Source: an optimization exercise on an open RTL-to-GDS flow (aim: small area). Production flows keep margins and buffers that such runs may drop. Function was not checked in any run shown here: the RTL went through the layout flow alone. Power figures rest on the tool's default switching activity, not on a simulated workload.

`design.v`:
```
module datapath (datapath_in, vsel, asel, bsel, loada, loadb, loadc, loads,
                 writenum, write, readnum, clk, ALUop, shift, datapath_out, status);
  input  [15:0] datapath_in;
  input  [0:0]  vsel, asel, bsel, loada, loadb, loadc, loads;
  input  [2:0]  writenum;
  input  [0:0]  write;
  input  [2:0]  readnum;
  input  [0:0]  clk;
  input  [1:0]  ALUop;
  input  [1:0]  shift;
  output [15:0] datapath_out;
  output [0:0]  status;
  reg [15:0] R0, R1, R2, R3, R4, R5, R6, R7, A, B, C;
  reg        S;
  assign datapath_out = C;
  assign status = S;
  wire [7:0]  we, rs;
  wire [15:0] data_in;
  wire [15:0] rf, bb, alu, p, g;
  wire [16:0] cy;
  wire        zero;
  wire        t0, t1, t2, t3, nbi, sub, andop;
  wire [2:0] wn, rn;
  wire [1:0] wh;      
  dp_and2 wh0 (.a(write[0]), .b(wn[2]), .y(wh[0]));
  dp_and2 wh1 (.a(write[0]), .b(writenum[2]), .y(wh[1]));
  genvar k;
  generate
    for (k = 0; k < 3; k = k + 1) begin : dinv
      dp_inv iw (.a(writenum[k]), .y(wn[k]));
      dp_inv ir (.a(readnum[k]), .y(rn[k]));
    end
    for (k = 0; k < 8; k = k + 1) begin : dec
      dp_and3 dw (.a(wh[k >> 2]), .b(k & 2 ? writenum[1] : wn[1]),
                  .c(k & 1 ? writenum[0] : wn[0]), .y(we[k]));
      dp_and3 dr (.a(k & 4 ? readnum[2] : rn[2]), .b(k & 2 ? readnum[1] : rn[1]),
                  .c(k & 1 ? readnum[0] : rn[0]), .y(rs[k]));
    end
  endgenerate
  dp_ctl  ctl  (.ALUop(ALUop), .bsel(bsel[0]), .shift(shift), .t0(t0), .t1(t1),
                .t2(t2), .t3(t3), .nbi(nbi), .sub(sub), .andop(andop));
  always @(posedge clk) begin
    if (we[0]) R0 <= data_in;
    if (we[1]) R1 <= data_in;
    if (we[2]) R2 <= data_in;
    if (we[3]) R3 <= data_in;
    if (we[4]) R4 <= data_in;
    if (we[5]) R5 <= data_in;
    if (we[6]) R6 <= data_in;
    if (we[7]) R7 <= data_in;
    if (loada) A <= rf;
    if (loadb) B <= rf;
    if (loadc) C <= alu;
    if (loads) S <= zero;
  end
  assign cy[0] = sub;
  genvar i;
  generate
    for (i = 0; i < 16; i = i + 1) begin : sl
      wire cn, dn;
      dp_inv   ci (.a(C[i]), .y(cn));
      dp_nand2 dd (.a(vsel[0]), .b(datapath_in[i]), .y(dn));
      dp_o21ai dm (.a1(vsel[0]), .a2(cn), .b1(dn), .y(data_in[i]));
      wire y1, y2;
      dp_aoi222 ra (.a1(rs[0]), .a2(R0[i]), .b1(rs[1]), .b2(R1[i]), .c1(rs[2]), .c2(R2[i]), .y(y1));
      dp_aoi222 rb (.a1(rs[3]), .a2(R3[i]), .b1(rs[4]), .b2(R4[i]), .c1(rs[5]), .c2(R5[i]), .y(y2));
      dp_rdtail rc (.y1(y1), .y2(y2), .a1(rs[6]), .a2(R6[i]), .b1(rs[7]), .b2(R7[i]), .y(rf[i]));
      if (i == 0) begin : b0
        dp_opb ob (.t0(t0), .t1(nbi), .t2(t2), .b(B[0]), .bl(datapath_in[0]), .br(B[1]),
                   .sub(sub), .bb(bb[0]));
      end else if (i < 5) begin : imm
        wire ns;
        dp_aoi222 sa (.a1(t0), .a2(B[i]), .b1(t1), .b2(B[i-1]), .c1(t2), .c2(B[i+1]), .y(ns));
        wire nd;
        dp_nand2  sd (.a(nbi), .b(datapath_in[i]), .y(nd));
        dp_immx   sb (.ns(ns), .nd(nd), .sub(sub), .bb(bb[i]));
      end else if (i < 15) begin : mid
        dp_opb ob (.t0(t0), .t1(t1), .t2(t2), .b(B[i]), .bl(B[i-1]), .br(B[i+1]),
                   .sub(sub), .bb(bb[i]));
      end else begin : hi
        dp_opb ob (.t0(t0), .t1(t1), .t2(t3), .b(B[15]), .bl(B[14]), .br(B[15]),
                   .sub(sub), .bb(bb[15]));
      end
      wire xn;
      dp_nand2 an (.a(asel[0]), .b(A[i]), .y(xn));
      dp_xor2  pp (.a(xn), .b(bb[i]), .y(p[i]));
      dp_nand3 gg (.a(asel[0]), .b(A[i]), .c(bb[i]), .y(g[i]));
      if (i % 2 == 1) begin : grp
        wire y1;
        if ((i / 2) % 2 == 0) begin : ev
          dp_res_c  r0 (.pn(p[i-1]), .c(cy[i-1]), .gn(g[i-1]), .andop(andop), .r(alu[i-1]));
          dp_hi_c   h1 (.pn0(p[i-1]), .gn0(g[i-1]), .c(cy[i-1]), .pn1(p[i]), .y(y1));
          if (i < 15) begin : nx
            wire pg, gg2;
            dp_gp_t  gp (.pn0(p[i-1]), .gn0(g[i-1]), .pn1(p[i]), .gn1(g[i]), .p(pg), .g(gg2));
            dp_cy_t  cc (.p(pg), .g(gg2), .c(cy[i-1]), .con(cy[i+1]));
          end
        end else begin : od
          dp_res_cn r0 (.pn(p[i-1]), .cn(cy[i-1]), .gn(g[i-1]), .andop(andop), .r(alu[i-1]));
          dp_hi_cn  h1 (.pn0(p[i-1]), .gn0(g[i-1]), .cn(cy[i-1]), .pn1(p[i]), .y(y1));
          if (i < 15) begin : nx
            wire pgn, ggn;
            dp_gp_n  gp (.pn0(p[i-1]), .gn0(g[i-1]), .pn1(p[i]), .gn1(g[i]), .pn(pgn), .gn(ggn));
            dp_cy_n  cc (.pn(pgn), .gn(ggn), .cn(cy[i-1]), .co(cy[i+1]));
          end
        end
        dp_mux2i m1 (.a0(y1), .a1(g[i]), .s(andop), .y(alu[i]));
      end
    end
  endgenerate
  dp_zero zr (.r(alu), .zero(zero));
endmodule
module dp_ctl (input [1:0] ALUop, input bsel, input [1:0] shift,
               output t0, t1, t2, t3, nbi, sub, andop);
  wire pass = ALUop[1] & ALUop[0];
  wire e = bsel & ~pass;
  assign t0 = e & ~shift[1] & ~shift[0];
  assign t1 = e & ~shift[1] & shift[0];
  assign t2 = e & shift[1];
  assign t3 = e & shift[1] & shift[0];
  assign nbi = ~bsel & ~pass;
  assign sub = ~ALUop[1] & ALUop[0];
  assign andop = ALUop[1] & ~ALUop[0];
endmodule
module dp_aoi222 (input a1, a2, b1, b2, c1, c2, output y);
  assign y = ~((a1 & a2) | (b1 & b2) | (c1 & c2));
endmodule
module dp_rdtail (input y1, y2, a1, a2, b1, b2, output y);
  assign y = ~(y1 & y2 & ~((a1 & a2) | (b1 & b2)));
endmodule
module dp_immx (input ns, nd, sub, output bb);
  assign bb = ~((ns & nd) ^ sub);
endmodule
module dp_opb (input t0, t1, t2, b, bl, br, sub, output bb);
  wire nbin = ~((t0 & b) | (t1 & bl) | (t2 & br));
  assign bb = ~(nbin ^ sub);
endmodule
module dp_nand2 (input a, b, output y);
  assign y = ~(a & b);
endmodule
module dp_nand3 (input a, b, c, output y);
  assign y = ~(a & b & c);
endmodule
module dp_and3 (input a, b, c, output y);
  assign y = a & b & c;
endmodule
module dp_xor2 (input a, b, output y);
  assign y = a ^ b;
endmodule
module dp_xnor2 (input a, b, output y);
  assign y = ~(a ^ b);
endmodule
module dp_inv (input a, output y);
  assign y = ~a;
endmodule
module dp_and2 (input a, b, output y);
  assign y = a & b;
endmodule
module dp_o21ai (input a1, a2, b1, output y);
  assign y = ~((a1 | a2) & b1);
endmodule
module dp_mux2i (input a0, a1, s, output y);
  assign y = ~(s ? a1 : a0);
endmodule
module dp_nor2 (input a, b, output y);
  assign y = ~(a | b);
endmodule
module dp_res_c (input pn, c, gn, andop, output r);
  assign r = andop ? ~gn : ~(pn ^ c);
endmodule
module dp_res_cn (input pn, cn, gn, andop, output r);
  assign r = andop ? ~gn : (pn ^ cn);
endmodule
module dp_hi_c (input pn0, gn0, c, pn1, output y);
  wire c1 = ~gn0 | (~pn0 & c);
  assign y = pn1 ^ c1;
endmodule
module dp_hi_cn (input pn0, gn0, cn, pn1, output y);
  wire c1 = ~gn0 | (~pn0 & ~cn);
  assign y = pn1 ^ c1;
endmodule
module dp_gp_t (input pn0, gn0, pn1, gn1, output p, g);
  assign p = ~(pn0 | pn1);
  assign g = ~((pn1 | gn0) & gn1);
endmodule
module dp_gp_n (input pn0, gn0, pn1, gn1, output pn, gn);
  assign pn = pn0 | pn1;
  assign gn = (pn1 | gn0) & gn1;
endmodule
module dp_cy_t (input p, g, c, output con);
  assign con = ~(g | (p & c));
endmodule
module dp_cy_n (input pn, gn, cn, output co);
  assign co = ~((pn | cn) & gn);
endmodule
module dp_zero (input [15:0] r, output zero);
  assign zero = ~|r;
endmodule
```
`run.sh`:
```
#!/bin/bash
# synth_recipe.tcl (not shown) runs the flow's synth.tcl, then flattens the netlist and writes it again
# the make line also repeats each setting of config.mk as NAME=value (left out here)
make -C /OpenROAD-flow-scripts/flow DESIGN_CONFIG=/design/flow/config.mk WORK_HOME=/design/flow/orfs CLKGATE_MAP_FILE= SYNTH_SCRIPT=/design/flow/synth_recipe.tcl finish
```
`config.mk`:
```
export PLATFORM = sky130hd
export DESIGN_NAME = datapath
export DESIGN_NICKNAME = datapath
export VERILOG_FILES = /design/flow/design.v
export SDC_FILE = /design/flow/constraint.sdc
export NUM_CORES = 4
export LEC_CHECK = 0
export CAP_MARGIN = 0
export CORE_ASPECT_RATIO = 1.5
export CORE_MARGIN = 2
export CORE_UTILIZATION = 60
export CTS_BUF_LIST = sky130_fd_sc_hd__clkbuf_8
export GPL_TIMING_DRIVEN = 0
export SLEW_MARGIN = 0
export SYNTH_HIERARCHICAL = 1
export TNS_END_PERCENT = 0
```
`constraint.sdc`:
```
create_clock -name core_clock -period 5.0 [get_ports {clk}]
set_input_delay 1.0000 -clock core_clock [delete_from_list [all_inputs] [get_ports {clk}]]
set_output_delay 1.0000 -clock core_clock [all_outputs]
set_load 0.01 [all_outputs]
```
==> notes.md, run 1 <==
# TYPE chip_impl_metric gauge
chip_impl_info{name="status",value="timing/DRC/antenna clean"} 1
chip_impl_metric{name="clk_pin_slew",unit="ns"} 0.10
chip_impl_info{name="critical_path_class",value="input port to flip-flop"} 1
chip_impl_info{name="crit-reg2reg-launch",value="B[1]"} 1
chip_impl_metric{name="grt.overflow.total",unit=""} 0
chip_impl_info{name="worst_r2r_endpoint",value="S"} 1
chip_impl_metric{name="worst_pin_slew",unit="ns"} 1.354
chip_impl_metric{name="die_width",unit="um"} 94.64
chip_impl_metric{name="vias_in_the_first_global_route",unit=""} 4530
chip_impl_metric{name="mappedNetlistNets",unit=""} 514
chip_impl_metric{name="top_level_ports",unit=""} 52
chip_impl_metric{name="placement.setup.worst_slack",unit="ns"} -0.8103
chip_impl_info{name="holdCritPathClass",value="flip-flop to flip-flop"} 1
chip_impl_metric{name="synthArstFlopShare",unit="%"} 0
chip_impl_info{name="clk_root_buffer_cell",value="clkbuf_8"} 1
chip_impl_metric{name="nNetsFinal",unit=""} 586
chip_impl_metric{name="yosys_register_bits",unit=""} 177
chip_impl_metric{name="cp_slowest_stage_delay",unit="ns"} 0.53
chip_impl_info{name="crit_path_cell_trace",value="clkdlybuf4s50_1 > nand2_2 > and4bb_4 > a222oi_1 > nand2_1 > xor2_2 > xor2_2 > nor2_1 > a21oi_2 > o21ai_2 > a21oi_2 > o21ai_2 > a21oi_2 > o21ai_2 > a21oi_2 > o21ai_2 > xor2_1 > mux2i_1 > nor4_2 > and4_1"} 1
chip_impl_info{name="synth_cell_count_leaders",value="edfxtp_1, a222oi_1, nand2_1"} 1
chip_impl_metric{name="internal_power_contribution",unit="W"} 0.002347
chip_impl_metric{name="netlist_area",unit="um2"} 7393
chip_impl_metric{name="rows",unit=""} 49
chip_impl_metric{name="post-synth-top-area-fraction",unit="%"} 71.89
chip_impl_metric{name="totalNegativeSetupSlack",unit="ns"} 0
chip_impl_metric{name="final_worst_path_period_share",unit="%"} 94.64
chip_impl_metric{name="final.fill_count",unit=""} 822
chip_impl_metric{name="wp_data_arrival",unit="ns"} 5.06
chip_impl_metric{name="maxSlewViolCount",unit=""} 0
chip_impl_metric{name="total_power",unit="W"} 0.003200
chip_impl_metric{name="final_antenna_net_count",unit=""} 0
chip_impl_info{name="timing.critical_path.from_type",value="input port"} 1
chip_impl_metric{name="crit_cells",unit=""} 20
chip_impl_metric{name="areaGrowthSynthToFinish",unit="%"} 15.69
chip_impl_info{name="combinational_family_with_the_most_area_after_synthesis",value="compound AO/OA/AOI/OAI gates"} 1
chip_impl_metric{name="synth_area_per_cell",unit="um2"} 15.43
chip_impl_info{name="synthFlopType",value="edfxtp_1"} 1
chip_impl_metric{name="initial_core_util",unit="%"} 61.53
chip_impl_metric{name="routed-via-count",unit=""} 4585
chip_impl_metric{name="detail_route.first_pass.iterations",unit=""} 8
chip_impl_metric{name="max_cap_viol_count",unit=""} 0
chip_impl_metric{name="worst-path-buf-inv",unit=""} 1
chip_impl_metric{name="switching_share",unit="%"} 26.67
chip_impl_metric{name="wl_per_cell",unit="um"} 22.74
chip_impl_metric{name="power.sequential.fraction",unit="%"} 55.9
chip_impl_info{name="netlist.top_cell.by_area",value="edfxtp_1"} 1
chip_impl_metric{name="yosys.area_share.adder",unit="%"} 0
chip_impl_metric{name="antenna_cells",unit=""} 0
chip_impl_metric{name="place_hpwl",unit="um"} 10540
chip_impl_info{name="tritoncts",value="built"} 1
chip_impl_info{name="cpMaxStageDelayCell",value="clkdlybuf4s50_1"} 1
chip_impl_metric{name="hold_violations",unit=""} 0
chip_impl_metric{name="worst_slew_margin_relative_to_its_limit",unit="%"} 9.432
chip_impl_metric{name="numCtsBuffers",unit=""} 17
chip_impl_info{name="timing.critical_path.to",value="S"} 1
chip_impl_metric{name="count_of_h_tree_levels_built_during_cts",unit=""} 4
chip_impl_metric{name="worst-r2r-setup-slack",unit="ns"} 1.28
chip_impl_info{name="synth_area_leaders",value="edfxtp_1, a222oi_1, xor2_1"} 1
chip_impl_metric{name="die_area",unit="um2"} 13240
chip_impl_metric{name="critical_path_peak_fanout",unit=""} 16
chip_impl_metric{name="setup_viol_count_final",unit=""} 0
chip_impl_metric{name="first_iter_violations",unit=""} 429
chip_impl_metric{name="buffer_ports.inserted",unit=""} 51
chip_impl_metric{name="synth-simple-area-share",unit="%"} 7.463
chip_impl_metric{name="post_synthesis_compound_gate_area_fraction",unit="%"} 11.47
chip_impl_metric{name="vdd_ir_max",unit="uV"} 240.9
chip_impl_metric{name="grt_max_degree",unit=""} 33
chip_impl_metric{name="detail_route.drc_violations",unit=""} 0
chip_impl_metric{name="gp_routability_congestion",unit=""} 0.7786
chip_impl_metric{name="synthMuxAreaShare",unit="%"} 2.166
chip_impl_metric{name="clock_latency",unit="ns"} 0.45
chip_impl_metric{name="worst_case_reg_to_reg_path_depth",unit=""} 17
chip_impl_metric{name="stdcell_area",unit="um2"} 8553
chip_impl_info{name="endpoint_kind",value="flip-flop"} 1
chip_impl_metric{name="static_leakage",unit="nW"} 2.928
chip_impl_metric{name="fp.coreArea",unit="um2"} 12020
chip_impl_metric{name="fp.dieH",unit="um"} 140.0
chip_impl_metric{name="cp.required",unit="ns"} 5.33
chip_impl_metric{name="initial_antenna_violation_count",unit=""} 0
chip_impl_metric{name="synth.yosys.warnings",unit=""} 7
chip_impl_metric{name="fmax",unit="GHz"} 0.2113
chip_impl_metric{name="ys_seq_area_share",unit="%"} 71.89
chip_impl_metric{name="fin_ws",unit="ns"} 0.2680
chip_impl_metric{name="drt_wl_total",unit="um"} 16280
chip_impl_info{name="yosys.cell_count.top_type",value="edfxtp_1"} 1
chip_impl_metric{name="netlist-cell-type-count",unit=""} 24
chip_impl_metric{name="pwr_density_cell",unit="nW/um2"} 374.2
chip_impl_info{name="path_delay_family",value="compound AO/OA/AOI/OAI gates"} 1
chip_impl_metric{name="clock-sinks",unit=""} 177
chip_impl_metric{name="skew",unit="ns"} 0.01175
chip_impl_info{name="timing.critical_path.from",value="ALUop[1]"} 1
chip_impl_metric{name="synthesis.instances",unit=""} 479
chip_impl_metric{name="power_frac_comb",unit="%"} 13.9
chip_impl_metric{name="power_frac_clock",unit="%"} 30.2
chip_impl_metric{name="p_switching",unit="W"} 0.0008535
chip_impl_info{name="grt_setup_unrepaired",value="false"} 1
chip_impl_metric{name="final_layout_size_suffix_gt1_share",unit="%"} 10.12
chip_impl_metric{name="cts.path.max_buffers",unit=""} 2
chip_impl_metric{name="post_synth_xor_area_fraction",unit="%"} 5.686
chip_impl_metric{name="grt_pass1_wl",unit="um"} 24470
chip_impl_metric{name="place_area",unit="um2"} 8095
chip_impl_metric{name="post_drt_via_cell_ratio",unit=""} 6.404
chip_impl_metric{name="global_route_usage_over_all_layers",unit="%"} 25.64
chip_impl_metric{name="synth_enable_flop_cells",unit=""} 177
chip_impl_metric{name="post_layout_minimum_cycle_time",unit="ns"} 4.732
-- Yosys stat by module (local to each module, per instance), excerpt --
| module | flops+latches | times used |
|---|---|---|
| dp_and2 | 0 | 2 |
| dp_xor2 | 0 | 16 |
| dp_hi_cn | 0 | 4 |
| dp_o21ai | 0 | 16 |
| dp_and3 | 0 | 16 |
| dp_nand3 | 0 | 16 |
| dp_gp_n | 0 | 3 |
-- layout by cell type, fill, tap and decap left out, types with 17 or more instances in the layout --
master,n
edfxtp_1,177
clkdlybuf4s50_1,51
a222oi_1,48
nand2_1,40
nand3_1,32
xor2_1,30
inv_1,26
o21ai_1,20
clkbuf_8,17
-- sequential cells by signal, summed over array words and instances, names as in the netlist --
name / count
S: 1
R5: 16
C: 16
R4: 16
R3: 16
B: 16
R0: 16
R7: 16
A: 16
R1: 16
R6: 16
R2: 16
-- tightest hold or removal path, cell delays in order, from the launching register on --
cell,delay (ns)
edfxtp_1,0.33
a222oi_1,0.05
nand3_1,0.09
-- kinds of logic (layout without fill, tap and decap cells) --
family          count (synthesis)  count (layout)
compound gates                103             103
xor+xnor                       48              48
buf+inv                        26             110
flops                         177             177
mux                            16              16
simple gates                  109             109
-- per-layer routing --
layer	track usage, %	share of wire [%]	up-vias
met5	0	0	-
met4	8.619	1.4	0
met3	4.357	7.4	19
met2	44.23	53	225
met1	32.79	38	2243
li1	-	-	2098
-- worst min-delay path by stage --
stage / startpoint / end / slack, ns / cells after the start
4_1_cts: R4[3] / A[3] / 0.58 / 2
5_1_grt: R6[4] / B[4] / 0.62 / 2
3_5_place_dp: R4[3] / B[3] / 0.57 / 2
2_1_floorplan: R4[0] / A[0] / 0.53 / 2
6_report: R4[3] / B[3] / 0.58 / 2
3_3_place_gp: R4[3] / B[3] / 0.55 / 2
-- timing repair --
item,in CTS,in global routing
hold buffers,0,0
setup endpoints to repair,1,1
resized for setup,4,8
setup buffers,2,0
pin swaps,3,5
-- metrics by stage --
step / instances / util (%) / hold slack, ns
detailed placement: 683 / 67.37 / 0.5653
global placement: 683 / 67.37 / 0.5549
global route: 716 / 71.18 / 0.6224
CTS: 716 / 70.90 / 0.5811
floorplan: 479 / - / 0.5349
finish: 716 / 71.18 / 0.5763
-- power groups by stage --
stage / registers (W) / clock network, W / logic, W
after floorplan: 0.00182 / 0 / 0.000245
after global placement: 0.00182 / 0 / 0.000417
after detailed placement: 0.00182 / 0 / 0.000433
after CTS: 0.00179 / 0.000979 / 0.000441
after global routing: 0.00179 / 0.00103 / 0.000487
final: 0.00179 / 0.000967 / 0.000446
-- layout make-up --
class,instances,area [um2],area share [%]
Multi-Input combinational cell,276,2026,23.68
Tap cell,153,191.4,2.238
Inverter,26,97.59,1.141
Clock buffer,17,234.0,2.736
Clock inverter,14,163.9,1.916
Sequential cell,177,5315,62.14
Timing Repair Buffer,53,525.5,6.144
==> run 2: changes to the inputs <==
--- a/config.mk
+++ b/config.mk
@@ -6,7 +6,7 @@
 export NUM_CORES = 4
 export LEC_CHECK = 0
 export CAP_MARGIN = 0
-export CORE_ASPECT_RATIO = 1.5
+export CORE_ASPECT_RATIO = 0.8
 export CORE_MARGIN = 2
 export CORE_UTILIZATION = 60
 export CTS_BUF_LIST = sky130_fd_sc_hd__clkbuf_8
==> run 2 against run 1 <==
  * Critical path type unchanged
  * Highest routed layer unchanged
  * Power down 2.0%
  * Sequential cell count did not move
  * Clock skew is 0.0017 ns higher
  * Die area shrank 0.10%
  * Critical endpoint unchanged
==> notes.md, run 2 <==
# TYPE chip_impl_metric gauge
chip_impl_metric{name="internal_power_contribution",unit="W"} 0.002316
chip_impl_metric{name="synth.yosys.warnings",unit=""} 7
chip_impl_info{name="crit_path_cell_trace",value="clkdlybuf4s50_1 > nand2_2 > and4bb_4 > a222oi_1 > nand2_1 > xor2_1 > xor2_1 > or2_1 > o21ai_4 > a21oi_4 > o21ai_4 > a21oi_4 > o21ai_2 > inv_1 > o21ai_2 > xor2_1 > mux2i_1 > nor4_2 > and4_1"} 1
chip_impl_metric{name="clk_pin_slew",unit="ns"} 0.09
chip_impl_metric{name="static_leakage",unit="nW"} 2.893
chip_impl_metric{name="post_layout_minimum_cycle_time",unit="ns"} 4.653
chip_impl_info{name="endpoint_kind",value="flip-flop"} 1
chip_impl_info{name="timing.critical_path.from_type",value="input port"} 1
chip_impl_info{name="path_delay_family",value="compound AO/OA/AOI/OAI gates"} 1
chip_impl_metric{name="ys_seq_area_share",unit="%"} 71.89
chip_impl_metric{name="max_cap_viol_count",unit=""} 0
chip_impl_metric{name="worst-path-buf-inv",unit=""} 2
chip_impl_metric{name="mappedNetlistNets",unit=""} 514
chip_impl_metric{name="grt_pass1_wl",unit="um"} 25450
chip_impl_info{name="status",value="timing/DRC/antenna clean"} 1
chip_impl_info{name="crit-reg2reg-launch",value="B[1]"} 1
chip_impl_info{name="holdCritPathClass",value="flip-flop to flip-flop"} 1
chip_impl_metric{name="final.fill_count",unit=""} 834
chip_impl_metric{name="numCtsBuffers",unit=""} 17
chip_impl_metric{name="post-synth-top-area-fraction",unit="%"} 71.89
chip_impl_metric{name="cp_slowest_stage_delay",unit="ns"} 0.53
chip_impl_metric{name="skew",unit="ns"} 0.01343
chip_impl_metric{name="synth_area_per_cell",unit="um2"} 15.43
chip_impl_metric{name="power.sequential.fraction",unit="%"} 57.0
chip_impl_metric{name="post_drt_via_cell_ratio",unit=""} 6.592
chip_impl_info{name="clk_root_buffer_cell",value="clkbuf_8"} 1
chip_impl_metric{name="cp.required",unit="ns"} 5.32
chip_impl_metric{name="fp.dieH",unit="um"} 103.3
chip_impl_metric{name="grt_max_degree",unit=""} 33
chip_impl_metric{name="detail_route.drc_violations",unit=""} 0
chip_impl_info{name="timing.critical_path.from",value="ALUop[0]"} 1
chip_impl_metric{name="placed_cells_incl_taps",unit=""} 682
chip_impl_info{name="leading_cell_type_in_the_layout_fill_and_taps_excluded",value="edfxtp_1"} 1
chip_impl_info{name="grt_setup_unrepaired",value="false"} 1
chip_impl_metric{name="wp_data_arrival",unit="ns"} 4.97
chip_impl_metric{name="rows",unit=""} 36
chip_impl_info{name="worstHoldStart",value="R4[9]"} 1
chip_impl_metric{name="global_route_usage_over_all_layers",unit="%"} 27.26
chip_impl_metric{name="power_frac_clock",unit="%"} 28.3
chip_impl_metric{name="netlist_area",unit="um2"} 7393
chip_impl_metric{name="place_hpwl",unit="um"} 10640
chip_impl_metric{name="netlist-cell-type-count",unit=""} 24
chip_impl_metric{name="top_level_ports",unit=""} 52
chip_impl_metric{name="fin_util",unit="%"} 70.39
chip_impl_metric{name="final_worst_path_period_share",unit="%"} 93.07
chip_impl_info{name="cpMostUsedCell",value="xor2_1"} 1
chip_impl_metric{name="wl_per_cell",unit="um"} 24.16
chip_impl_info{name="synth_cell_count_leaders",value="edfxtp_1, a222oi_1, nand2_1"} 1
chip_impl_metric{name="vdd_ir_max",unit="uV"} 223.1
chip_impl_metric{name="area.sequential",unit="um2"} 5315
chip_impl_metric{name="pwr_density_cell",unit="nW/um2"} 367.8
chip_impl_info{name="layout_common_cells",value="edfxtp_1, clkdlybuf4s50_1, a222oi_1, nand2_1, nand3_1"} 1
chip_impl_metric{name="initial_antenna_violation_count",unit=""} 0
chip_impl_info{name="synth_area_leaders",value="edfxtp_1, a222oi_1, xor2_1"} 1
chip_impl_metric{name="areaGrowthSynthToFinish",unit="%"} 15.37
chip_impl_metric{name="synthesis.instances",unit=""} 479
chip_impl_metric{name="p_switching",unit="W"} 0.0008203
chip_impl_metric{name="initial_core_util",unit="%"} 61.02
chip_impl_metric{name="instances_no_fill",unit=""} 714
chip_impl_metric{name="synth_enable_flop_cells",unit=""} 177
chip_impl_metric{name="grt.overflow.total",unit=""} 0
chip_impl_metric{name="fmax",unit="GHz"} 0.2149
chip_impl_metric{name="first_iter_violations",unit=""} 650
chip_impl_info{name="netlist.top_cell.by_area",value="edfxtp_1"} 1
chip_impl_metric{name="fp.coreArea",unit="um2"} 12120
chip_impl_metric{name="worst_pin_slew",unit="ns"} 1.437
chip_impl_metric{name="cts.path.max_buffers",unit=""} 2
chip_impl_metric{name="drt_wl_total",unit="um"} 17250
chip_impl_metric{name="clock-sinks",unit=""} 177
chip_impl_metric{name="totalNegativeSetupSlack",unit="ns"} 0
chip_impl_metric{name="final_layout_size_suffix_gt1_share",unit="%"} 9.253
chip_impl_metric{name="yosys_register_bits",unit=""} 177
chip_impl_metric{name="hold_violations",unit=""} 0
chip_impl_metric{name="count_of_h_tree_levels_built_during_cts",unit=""} 4
chip_impl_metric{name="setup_viol_count_final",unit=""} 0
chip_impl_metric{name="critical_path_peak_fanout",unit=""} 16
chip_impl_metric{name="antenna_cells",unit=""} 0
chip_impl_metric{name="nNetsFinal",unit=""} 585
chip_impl_metric{name="maxSlewViolCount",unit=""} 0
chip_impl_metric{name="gp_routability_congestion",unit=""} 0.8068
chip_impl_metric{name="power_frac_comb",unit="%"} 14.7
chip_impl_metric{name="vias_in_the_first_global_route",unit=""} 4439
chip_impl_info{name="synthFlopType",value="edfxtp_1"} 1
chip_impl_info{name="yosys.cell_count.top_type",value="edfxtp_1"} 1
chip_impl_info{name="cpMaxStageDelayCell",value="clkdlybuf4s50_1"} 1
chip_impl_metric{name="multi_input_area",unit="um2"} 2056
chip_impl_metric{name="final_antenna_net_count",unit=""} 0
chip_impl_metric{name="detail_route.first_pass.iterations",unit=""} 7
chip_impl_metric{name="routed-via-count",unit=""} 4707
chip_impl_metric{name="clock_latency",unit="ns"} 0.45
chip_impl_metric{name="worst_slew_margin_relative_to_its_limit",unit="%"} 3.911
chip_impl_metric{name="buffer_ports.inserted",unit=""} 51
chip_impl_metric{name="die_width",unit="um"} 128.1
chip_impl_info{name="critical_path_class",value="input port to flip-flop"} 1
chip_impl_metric{name="holdBufCountCts",unit=""} 0
chip_impl_metric{name="die_area",unit="um2"} 13230
chip_impl_metric{name="synthArstFlopShare",unit="%"} 0
chip_impl_metric{name="switching_share",unit="%"} 26.15
chip_impl_info{name="tritoncts",value="built"} 1
-- run 2: cell count changes in the layout (fill, tap and decap cells not counted) --
| cell | before | now |
|---|---|---|
| a21oi_2 | 4 | 2 |
| a21oi_4 | 0 | 2 |
| inv_8 | 5 | 0 |
| clkinv_8 | 1 | 0 |
| buf_4 | 2 | 1 |
| o21ai_4 | 0 | 2 |
| inv_1 | 26 | 27 |
| inv_6 | 4 | 2 |
| clkinvlp_4 | 0 | 4 |
| o21ai_2 | 11 | 9 |
| clkinv_1 | 0 | 3 |
-- run 2: layout make-up --
type / instances / share of cell area, %
sequential: 177 / 62.31
multi-input combinational: 276 / 24.10
timing repair buffer: 52 / 6.073
clock buffer: 17 / 2.743
tap: 152 / 2.230
clock inverter: 14 / 1.394
inverter: 26 / 1.144
-- run 2: final timing paths --
path	to	slack, ns	cells past startpoint
max	S	0.35	19
min	A[9]	0.60	2
max reg2reg	S	1.37	17
min reg2reg	A[9]	0.60	2
-- run 2: cell families after synthesis --
| group | Yosys count | synth area share (%) |
|---|---|---|
| compound gates | 103 | 11.47 |
| mux | 16 | 2.166 |
| flops | 177 | 71.89 |
| simple gates | 109 | 7.463 |
| xor+xnor | 48 | 5.686 |
| buf+inv | 26 | 1.320 |
-- run 2: power groups by stage --
stage | Sequential (W) | Clock [W] | Combinational (W)
finish | 0.00179 | 0.000887 | 0.000461
global placement | 0.00182 | 0 | 0.000423
detailed placement | 0.00182 | 0 | 0.000436
CTS | 0.00179 | 0.000896 | 0.000444
global route | 0.00180 | 0.000958 | 0.000499
floorplan | 0.00182 | 0 | 0.000245
-- run 2: stage by stage --
step | hold WS [ns] | total power, W | setup WS (ns) | cell area (um2)
3_3_place_gp | 0.5778 | 0.002245 | -0.6650 | 8094
5_1_grt | 0.6341 | 0.003254 | 0.04466 | 8529
4_1_cts | 0.5927 | 0.003130 | 0.05029 | 8467
3_5_place_dp | 0.5814 | 0.002261 | -0.7500 | 8094
2_1_floorplan | 0.5349 | 0.002063 | 0.5503 | 7393
6_report | 0.6044 | 0.003137 | 0.3467 | 8529
-- run 2: routing by layer --
layer	wire (um)	vias up	track usage, %
li1	-	2090	-
met1	7089	2351	38.42
met2	8426	247	44.22
met3	1501	19	5.247
met4	235	0	8.453
met5	0	-	0
-- run 2: repair_timing --
item                       4_1_cts  5_1_grt
setup endpoints to repair        1        1
pin swaps                        0        7
setup buffers                    0        1
resized for setup                6       10
-- run 2: modules after synthesis (local to each module, per instance), a selection --
module	cells inside	times used	flops+latches	cell area, um2
dp_and3	1	16	0	6.256
dp_res_c	2	4	0	18.77
dp_o21ai	1	16	0	5.005
dp_immx	2	4	0	12.51
dp_gp_n	2	3	0	13.76
dp_mux2i	1	8	0	10.01
dp_ctl	8	1	0	66.31
-- run 2: worst min-delay path: cells and delay by family, from the launching register on --
family | cells | cell delay, ns
simple gates | 1 | 0.11
compound gates | 1 | 0.07
flops | 1 | 0.33
==> run 3: changes to the inputs <==
--- a/config.mk
+++ b/config.mk
@@ -6,7 +6,7 @@
 export NUM_CORES = 4
 export LEC_CHECK = 0
 export CAP_MARGIN = 0
-export CORE_ASPECT_RATIO = 0.8
+export CORE_ASPECT_RATIO = 1.2
 export CORE_MARGIN = 2
 export CORE_UTILIZATION = 60
 export CTS_BUF_LIST = sky130_fd_sc_hd__clkbuf_8
==> run 3 against run 2 <==
  * Non-clock buffer count rose by 2
  * Still clean
  * Setup slack got worse by 0.057 ns
  * Sequential share of layout area fell by 0.35 points
==> notes.md, run 3 <==
# TYPE chip_impl_metric gauge
chip_impl_info{name="status",value="timing/DRC/antenna clean"} 1
chip_impl_metric{name="yosys_register_bits",unit=""} 177
chip_impl_metric{name="critical_path_peak_fanout",unit=""} 15
chip_impl_metric{name="synthArstFlopShare",unit="%"} 0
chip_impl_metric{name="placement.setup.worst_slack",unit="ns"} -0.5839
chip_impl_metric{name="mappedNetlistNets",unit=""} 514
chip_impl_info{name="endpoint_kind",value="flip-flop"} 1
chip_impl_metric{name="post_drt_via_cell_ratio",unit=""} 6.237
chip_impl_metric{name="cp.required",unit="ns"} 5.30
chip_impl_metric{name="synth_enable_flop_cells",unit=""} 177
chip_impl_metric{name="fp.dieH",unit="um"} 125.6
chip_impl_metric{name="worst_slew_margin_relative_to_its_limit",unit="%"} 29.26
chip_impl_metric{name="final_worst_path_period_share",unit="%"} 94.21
chip_impl_metric{name="hold_violations",unit=""} 0
chip_impl_metric{name="setup_viol_count_final",unit=""} 0
chip_impl_metric{name="vias_in_the_first_global_route",unit=""} 4509
chip_impl_metric{name="place_hpwl",unit="um"} 10190
chip_impl_metric{name="detail_route.first_pass.iterations",unit=""} 5
chip_impl_metric{name="antenna_cells",unit=""} 0
chip_impl_metric{name="maxSlewViolCount",unit=""} 0
chip_impl_metric{name="initial_antenna_violation_count",unit=""} 0
chip_impl_metric{name="static_leakage",unit="nW"} 2.932
chip_impl_info{name="layout_common_cells",value="edfxtp_1, clkdlybuf4s50_1, a222oi_1, nand2_1, nand3_1"} 1
chip_impl_info{name="synth_cell_count_leaders",value="edfxtp_1, a222oi_1, nand2_1"} 1
chip_impl_metric{name="instances_no_fill",unit=""} 726
chip_impl_metric{name="grt_max_degree",unit=""} 33
chip_impl_metric{name="nNetsFinal",unit=""} 587
chip_impl_metric{name="skew",unit="ns"} 0.008959
chip_impl_metric{name="worst_pin_slew",unit="ns"} 1.058
chip_impl_metric{name="netlist-cell-type-count",unit=""} 24
chip_impl_info{name="holdCritPathClass",value="flip-flop to flip-flop"} 1
chip_impl_metric{name="die_area",unit="um2"} 13230
chip_impl_info{name="synthFlopType",value="edfxtp_1"} 1
chip_impl_metric{name="global_route_usage_over_all_layers",unit="%"} 25.42
chip_impl_metric{name="placed_cells_incl_taps",unit=""} 691
chip_impl_info{name="timing.critical_path.from_type",value="input port"} 1
chip_impl_metric{name="post_layout_minimum_cycle_time",unit="ns"} 4.711
chip_impl_metric{name="fin_util",unit="%"} 71.15
chip_impl_metric{name="fin_ws",unit="ns"} 0.2893
chip_impl_metric{name="count_of_h_tree_levels_built_during_cts",unit=""} 4
chip_impl_metric{name="wl_per_cell",unit="um"} 21.81
chip_impl_metric{name="post-synth-top-area-fraction",unit="%"} 71.89
chip_impl_metric{name="max_cap_viol_count",unit=""} 0
chip_impl_info{name="netlist.top_cell.by_area",value="edfxtp_1"} 1
chip_impl_metric{name="clock-sinks",unit=""} 177
chip_impl_metric{name="drt_wl_total",unit="um"} 15830
chip_impl_metric{name="pwr_density_cell",unit="nW/um2"} 374.2
chip_impl_metric{name="initial_core_util",unit="%"} 61.32
chip_impl_info{name="critical_path_class",value="input port to flip-flop"} 1
chip_impl_metric{name="vdd_ir_max",unit="uV"} 284.8
chip_impl_metric{name="fmax",unit="GHz"} 0.2123
chip_impl_info{name="clk_root_buffer_cell",value="clkbuf_8"} 1
chip_impl_metric{name="grt.overflow.total",unit=""} 0
chip_impl_metric{name="synth.yosys.warnings",unit=""} 7
chip_impl_metric{name="areaGrowthSynthToFinish",unit="%"} 16.03
chip_impl_metric{name="cp_slowest_stage_delay",unit="ns"} 0.53
chip_impl_metric{name="netlist_area",unit="um2"} 7393
chip_impl_metric{name="synthesis.instances",unit=""} 479
chip_impl_metric{name="clk_pin_slew",unit="ns"} 0.09
chip_impl_metric{name="fp.coreArea",unit="um2"} 12060
chip_impl_metric{name="clock_latency",unit="ns"} 0.44
chip_impl_info{name="crit_path_cell_trace",value="clkdlybuf4s50_1 > nand2_2 > and3_2 > a222oi_1 > nand2_1 > xor2_2 > xor2_2 > o21ai_1 > a21oi_2 > o21ai_4 > a21oi_4 > o21ai_2 > a21oi_2 > o21ai_2 > a21oi_2 > o21ai_2 > xor2_1 > mux2i_1 > nor4_1 > and4_1"} 1
chip_impl_metric{name="synth_area_per_cell",unit="um2"} 15.43
chip_impl_metric{name="buffer_ports.inserted",unit=""} 51
chip_impl_metric{name="ys_seq_area_share",unit="%"} 71.89
chip_impl_metric{name="final_antenna_net_count",unit=""} 0
chip_impl_info{name="leading_cell_type_in_the_layout_fill_and_taps_excluded",value="edfxtp_1"} 1
chip_impl_metric{name="top_level_ports",unit=""} 52
chip_impl_metric{name="die_width",unit="um"} 105.3
chip_impl_metric{name="final_layout_size_suffix_gt1_share",unit="%"} 10.09
chip_impl_info{name="yosys.cell_count.top_type",value="edfxtp_1"} 1
chip_impl_info{name="tritoncts",value="built"} 1
chip_impl_metric{name="routed-via-count",unit=""} 4528
chip_impl_metric{name="cts.path.max_buffers",unit=""} 2
chip_impl_metric{name="grt_pass1_wl",unit="um"} 24380
chip_impl_metric{name="first_iter_violations",unit=""} 505
chip_impl_metric{name="wp_data_arrival",unit="ns"} 5.01
chip_impl_info{name="cpMaxStageDelayCell",value="clkdlybuf4s50_1"} 1
chip_impl_metric{name="detail_route.drc_violations",unit=""} 0
chip_impl_metric{name="gp_routability_congestion",unit=""} 0.8327
chip_impl_metric{name="numCtsBuffers",unit=""} 17
chip_impl_metric{name="rows",unit=""} 44
chip_impl_info{name="synth_area_leaders",value="edfxtp_1, a222oi_1, xor2_1"} 1
==> run 3: cell counts after synthesis <==
Identical to the previous run, type by type.
==> run 3: path summary, 6_finish.rpt <==
path                            slack [ns]  cells after the start      from    to
worst max register to register        1.37                     17      B[1]     S
worst min register to register        0.58                      2     R4[6]  A[6]
worst max-delay path                  0.29                     20  ALUop[1]     S
worst min-delay path                  0.58                      2     R4[6]  A[6]
==> run 3: layout make-up <==
cell class	instances	area, um2
flip-flops and latches	177	5315
repair buffers	54	528.0
clock inverters	15	173.9
inverters	26	97.59
well taps	161	201.4
multi-input cells	276	2028
clock buffers	17	234.0
fillers	789	3478
==> run 3: worst max-delay path, delay by kind of cell <==
| kind | cells | cell delay [ns] |
|---|---|---|
| and+or+nand+nor | 5 | 1.04 |
| buffers and inverters | 1 | 0.53 |
| xor gates and xnor gates | 3 | 0.57 |
| AOI/OAI and AO/OA | 10 | 1.76 |
| muxes | 1 | 0.11 |
==> run 3: logic make-up (layout without fill, tap and decap cells) <==
logic type             count (synthesis)  in the layout  synth area share, %
AO/OA/AOI/OAI                        103            103                11.47
flip-flops                           177            177                71.89
buffers and inverters                 26            112                1.320
XOR/XNOR                              48             48                5.686
multiplexers                          16             16                2.166
AND/OR/NAND/NOR                      109            109                7.463
==> run 3: modules after synthesis, one instance, submodules excluded, excerpt <==
module,copies in the design,cells,area [um2],flip-flops and latches
dp_nand3,16,1,5.005,0
dp_res_cn,4,2,18.77,0
dp_immx,4,2,12.51,0
dp_gp_t,4,2,8.758,0
dp_xor2,16,1,8.758,0
dp_hi_c,4,3,21.27,0
dp_hi_cn,4,2,17.52,0
datapath,1,177,5315,177
dp_and3,16,1,6.256,0
==> run 3: metrics by stage <==
stage	hold WS, ns	total power [W]	instance area (um2)	TNS [ns]
6_report	0.5825	0.003210	8578	0
5_1_grt	0.6050	0.003341	8578	-0.01138
4_1_cts	0.5795	0.003223	8526	0
3_5_place_dp	0.5610	0.002250	8105	-1.161
3_3_place_gp	0.5508	0.002235	8105	-0.9307
2_1_floorplan	0.5349	0.002063	7393	0
==> run 3: repair_timing <==
item                                   in CTS  in global routing
pin swaps                                   3                  3
setup endpoints to repair                   1                  1
hold buffers                                0                  0
endpoints found under the hold margin       0                  0
gates resized for setup                     3                  8
buffers inserted                            1                  2
==> run 3: where the power goes <==
| group | leakage [nW] | switching, W | internal, W |
|---|---|---|---|
| logic | 1.07 | 0.000270 | 0.000177 |
| registers | 1.66 | 0.0000357 | 0.00175 |
| clock network | 0.200 | 0.000517 | 0.000461 |
| total | 2.93 | 0.000822 | 0.00239 |
==> run 3: layer usage <==
metal,global-route usage (%),part of all wire (%)
met5,0,0
met4,10.12,1.4
met3,4.327,7.1
met2,42.47,52
met1,33.38,39
==> run 4: changes to the inputs <==
--- a/config.mk
+++ b/config.mk
@@ -6,10 +6,9 @@
 export NUM_CORES = 4
 export LEC_CHECK = 0
 export CAP_MARGIN = 0
-export CORE_ASPECT_RATIO = 1.2
 export CORE_MARGIN = 2
 export CORE_UTILIZATION = 60
-export CTS_BUF_LIST = sky130_fd_sc_hd__clkbuf_8
+export CTS_BUF_LIST = sky130_fd_sc_hd__clkbuf_8 sky130_fd_sc_hd__clkbuf_16
 export GPL_TIMING_DRIVEN = 0
 export SLEW_MARGIN = 0
 export SYNTH_HIERARCHICAL = 1
==> run 4 against run 3 <==
  * Still clean on timing, DRC and antenna
  * Sequential share of layout area decreased by 1.2 points
  * Utilization up 1.7 points
  * Hold slack improved by 0.0059 ns
==> notes.md, run 4 <==
# TYPE chip_impl_metric gauge
chip_impl_metric{name="clock_latency",unit="ns"} 0.42
chip_impl_metric{name="post_drt_via_cell_ratio",unit=""} 6.376
chip_impl_metric{name="areaGrowthSynthToFinish",unit="%"} 18.40
chip_impl_metric{name="drt_wl_total",unit="um"} 16240
chip_impl_metric{name="holdBufCountCts",unit=""} 0
chip_impl_metric{name="synth-simple-area-share",unit="%"} 7.463
chip_impl_metric{name="grt_util_met3",unit="%"} 6.220
chip_impl_info{name="holdCritPathClass",value="flip-flop to flip-flop"} 1
chip_impl_metric{name="synthArstFlopShare",unit="%"} 0
chip_impl_metric{name="totalNegativeSetupSlack",unit="ns"} 0
chip_impl_metric{name="wl_per_cell",unit="um"} 22.78
chip_impl_info{name="clk_root_buffer_cell",value="clkbuf_16"} 1
chip_impl_metric{name="detail_route.drc_violations",unit=""} 0
chip_impl_metric{name="vias_in_the_first_global_route",unit=""} 4428
chip_impl_metric{name="final_layout_size_suffix_gt1_share",unit="%"} 10.60
chip_impl_metric{name="buffer_ports.inserted",unit=""} 51
chip_impl_metric{name="vdd_ir_max",unit="uV"} 313.4
chip_impl_info{name="status",value="timing/DRC/antenna clean"} 1
chip_impl_metric{name="internal_power_contribution",unit="W"} 0.002601
chip_impl_metric{name="netlist_area",unit="um2"} 7393
chip_impl_metric{name="numCtsBuffers",unit=""} 17
chip_impl_metric{name="synth.yosys.warnings",unit=""} 7
chip_impl_metric{name="cts.path.max_buffers",unit=""} 2
chip_impl_metric{name="mappedNetlistNets",unit=""} 514
chip_impl_metric{name="post-synth-top-area-fraction",unit="%"} 71.89
chip_impl_info{name="layout_common_cells",value="edfxtp_1, clkdlybuf4s50_1, a222oi_1, nand2_1, nand3_1"} 1
chip_impl_info{name="synth_area_leaders",value="edfxtp_1, a222oi_1, xor2_1"} 1
chip_impl_metric{name="setup_viol_count_final",unit=""} 0
chip_impl_metric{name="pwr_density_cell",unit="nW/um2"} 401.4
chip_impl_metric{name="netlist-cell-type-count",unit=""} 24
chip_impl_metric{name="synthMuxAreaShare",unit="%"} 2.166
chip_impl_metric{name="initial_core_util",unit="%"} 61.55
chip_impl_metric{name="yosys.area_share.adder",unit="%"} 0
chip_impl_info{name="yosys.cell_count.top_type",value="edfxtp_1"} 1
chip_impl_metric{name="clock-sinks",unit=""} 177
chip_impl_metric{name="instances_no_fill",unit=""} 713
chip_impl_metric{name="power.sequential.fraction",unit="%"} 51.1
chip_impl_info{name="globalRoute.busiestLayer",value="met2"} 1
chip_impl_metric{name="ys_seq_area_share",unit="%"} 71.89
chip_impl_metric{name="post_layout_minimum_cycle_time",unit="ns"} 4.735
chip_impl_metric{name="fp.coreArea",unit="um2"} 12010
chip_impl_metric{name="place_hpwl",unit="um"} 10300
chip_impl_info{name="critical_path_class",value="input port to flip-flop"} 1
chip_impl_metric{name="post_synth_xor_area_fraction",unit="%"} 5.686
chip_impl_info{name="synth_cell_count_leaders",value="edfxtp_1, a222oi_1, nand2_1"} 1
chip_impl_metric{name="placed_cells_incl_taps",unit=""} 677
chip_impl_metric{name="max_cap_viol_count",unit=""} 0
chip_impl_info{name="netlist.top_cell.by_area",value="edfxtp_1"} 1
chip_impl_metric{name="nNetsFinal",unit=""} 588
chip_impl_metric{name="static_leakage",unit="nW"} 3.023
chip_impl_metric{name="worst_slew_margin_relative_to_its_limit",unit="%"} 14.73
chip_impl_metric{name="grt_max_degree",unit=""} 33
chip_impl_metric{name="hold_violations",unit=""} 0
chip_impl_metric{name="gp_routability_congestion",unit=""} 0.7884
chip_impl_metric{name="antenna_cells",unit=""} 0
chip_impl_info{name="timing.critical_path.from_type",value="input port"} 1
chip_impl_metric{name="cp.required",unit="ns"} 5.29
chip_impl_metric{name="final.fill_count",unit=""} 772
chip_impl_metric{name="post_synthesis_compound_gate_area_fraction",unit="%"} 11.47
chip_impl_metric{name="skew",unit="ns"} 0.009524
chip_impl_metric{name="maxSlewViolCount",unit=""} 0
chip_impl_metric{name="yosys_register_bits",unit=""} 177
chip_impl_metric{name="initial_antenna_violation_count",unit=""} 0
chip_impl_metric{name="total_power",unit="W"} 0.003514
chip_impl_metric{name="die_width",unit="um"} 115.0
chip_impl_metric{name="die_area",unit="um2"} 13230
chip_impl_metric{name="routed-via-count",unit=""} 4546
chip_impl_metric{name="fin_util",unit="%"} 72.88
chip_impl_metric{name="synth_enable_flop_cells",unit=""} 177
chip_impl_metric{name="first_iter_violations",unit=""} 521
chip_impl_metric{name="fmax",unit="GHz"} 0.2112
chip_impl_info{name="combinational_family_with_the_most_area_after_synthesis",value="compound AO/OA/AOI/OAI gates"} 1
chip_impl_metric{name="final_antenna_net_count",unit=""} 0
chip_impl_info{name="tritoncts",value="built"} 1
chip_impl_metric{name="power_frac_clock",unit="%"} 36.2
chip_impl_metric{name="global_routing_usage_on_met1",unit="%"} 35.16
chip_impl_metric{name="worst_pin_slew",unit="ns"} 1.275
chip_impl_info{name="endpoint_kind",value="flip-flop"} 1
chip_impl_metric{name="detail_route.first_pass.iterations",unit=""} 7
chip_impl_metric{name="power_frac_comb",unit="%"} 12.8
chip_impl_info{name="synthFlopType",value="edfxtp_1"} 1
chip_impl_metric{name="wp_data_arrival",unit="ns"} 5.02
chip_impl_metric{name="switching_share",unit="%"} 25.98
chip_impl_metric{name="global_route_usage_over_all_layers",unit="%"} 25.96
chip_impl_metric{name="final_worst_path_period_share",unit="%"} 94.69
chip_impl_metric{name="top_level_ports",unit=""} 52
chip_impl_metric{name="critical_path_peak_fanout",unit=""} 15
chip_impl_metric{name="synth_area_per_cell",unit="um2"} 15.43
chip_impl_metric{name="fp.dieH",unit="um"} 115.0
chip_impl_metric{name="stdcell_area",unit="um2"} 8753
chip_impl_metric{name="synthesis.instances",unit=""} 479
chip_impl_metric{name="p_switching",unit="W"} 0.0009129
chip_impl_metric{name="count_of_h_tree_levels_built_during_cts",unit=""} 4
chip_impl_metric{name="grt.overflow.total",unit=""} 0
chip_impl_info{name="leading_cell_type_in_the_layout_fill_and_taps_excluded",value="edfxtp_1"} 1
chip_impl_metric{name="clk_pin_slew",unit="ns"} 0.07
chip_impl_metric{name="grt_pass1_wl",unit="um"} 24630
chip_impl_metric{name="global_route.usage.met2",unit="%"} 41.41
chip_impl_metric{name="place_area",unit="um2"} 8088
chip_impl_metric{name="rows",unit=""} 40
run 4: cell count changes in the layout (fill, tap and decap cells not counted), moves of 2 or more:
cell       before  now
bufinv_16       2    0
clkbuf_16       0   17
clkbuf_8       17    0
clkinv_1        2    0
clkinv_4        0    4
clkinv_8        1    5
inv_6           6    1
run 4: timing repair:
item,CTS,global route
pin swaps,2,4
setup buffers,1,3
resized for setup,5,5
setup endpoints to repair,1,1
endpoints found under the hold margin,0,0
run 4: final timing paths:
kind | from | slack (ns) | cells past startpoint | endpoint
worst max-delay path | ALUop[1] | 0.27 | 20 | S
worst min-delay path | R4[0] | 0.59 | 2 | B[0]
worst max register to register | B[1] | 1.39 | 17 | S
worst min register to register | R4[0] | 0.59 | 2 | B[0]
run 4: final cells by class:
class / instances / area [um2] / area share [%]
multi-input combinational: 276 / 2019 / 23.07
timing repair buffer: 55 / 540.5 / 6.175
clock inverter: 15 / 171.4 / 1.958
sequential: 177 / 5315 / 60.72
clock buffer: 17 / 425.4 / 4.860
tap: 147 / 183.9 / 2.101
inverter: 26 / 97.59 / 1.115
run 4: worst max-delay path: stages:
cell	delay [ns]
clkdlybuf4s50_1	0.53
nand2_2	0.08
and3_2	0.32
a222oi_1	0.35
nand2_1	0.15
xor2_2	0.18
xor2_2	0.22
nor2_1	0.16
a21oi_2	0.11
o21ai_2	0.24
a21oi_2	0.10
o21ai_2	0.22
a21oi_2	0.10
o21ai_2	0.23
a21oi_2	0.12
o21ai_2	0.16
xor2_1	0.16
mux2i_1	0.12
nor4_2	0.24
and4_1	0.23
run 4: per-stage QoR:
stage               hold slack (ns)  setup WS [ns]
detailed placement           0.5698        -0.7372
CTS                          0.5904        0.01492
global route                 0.6172       -0.02080
floorplan                    0.5349         0.5503
global placement             0.5519        -0.6628
finish                       0.5883         0.2653
run 4: modules after synthesis, one instance, submodules excluded, excerpt:
module,times used,flip-flops and latches
datapath,1,177
dp_ctl,1,0
dp_hi_c,4,0
dp_res_c,4,0
dp_mux2i,8,0
dp_aoi222,36,0
dp_cy_t,4,0
dp_and2,2,0
dp_cy_n,3,0
dp_o21ai,16,0
run 4: cell families (layout without fill, tap and decap cells):
| family | count (synthesis) | in the layout |
|---|---|---|
| buffers and inverters | 26 | 113 |
| AO/OA/AOI/OAI | 103 | 103 |
| XOR/XNOR | 48 | 48 |
| AND/OR/NAND/NOR | 109 | 109 |
| multiplexers | 16 | 16 |
| flip-flops | 177 | 177 |
run 4: per-layer routing:
metal	share of wire (%)	routed length [um]
met5	0	0
met4	1.9	303
met3	8.0	1304
met2	48	7858
met1	42	6774
run 4: power groups by stage:
stage | clock network (W) | logic (W) | registers (W)
final | 0.00127 | 0.000449 | 0.00180
after detailed placement | 0 | 0.000428 | 0.00182
after CTS | 0.00129 | 0.000435 | 0.00179
after floorplan | 0 | 0.000245 | 0.00182
after global routing | 0.00135 | 0.000492 | 0.00180
after global placement | 0 | 0.000413 | 0.00182
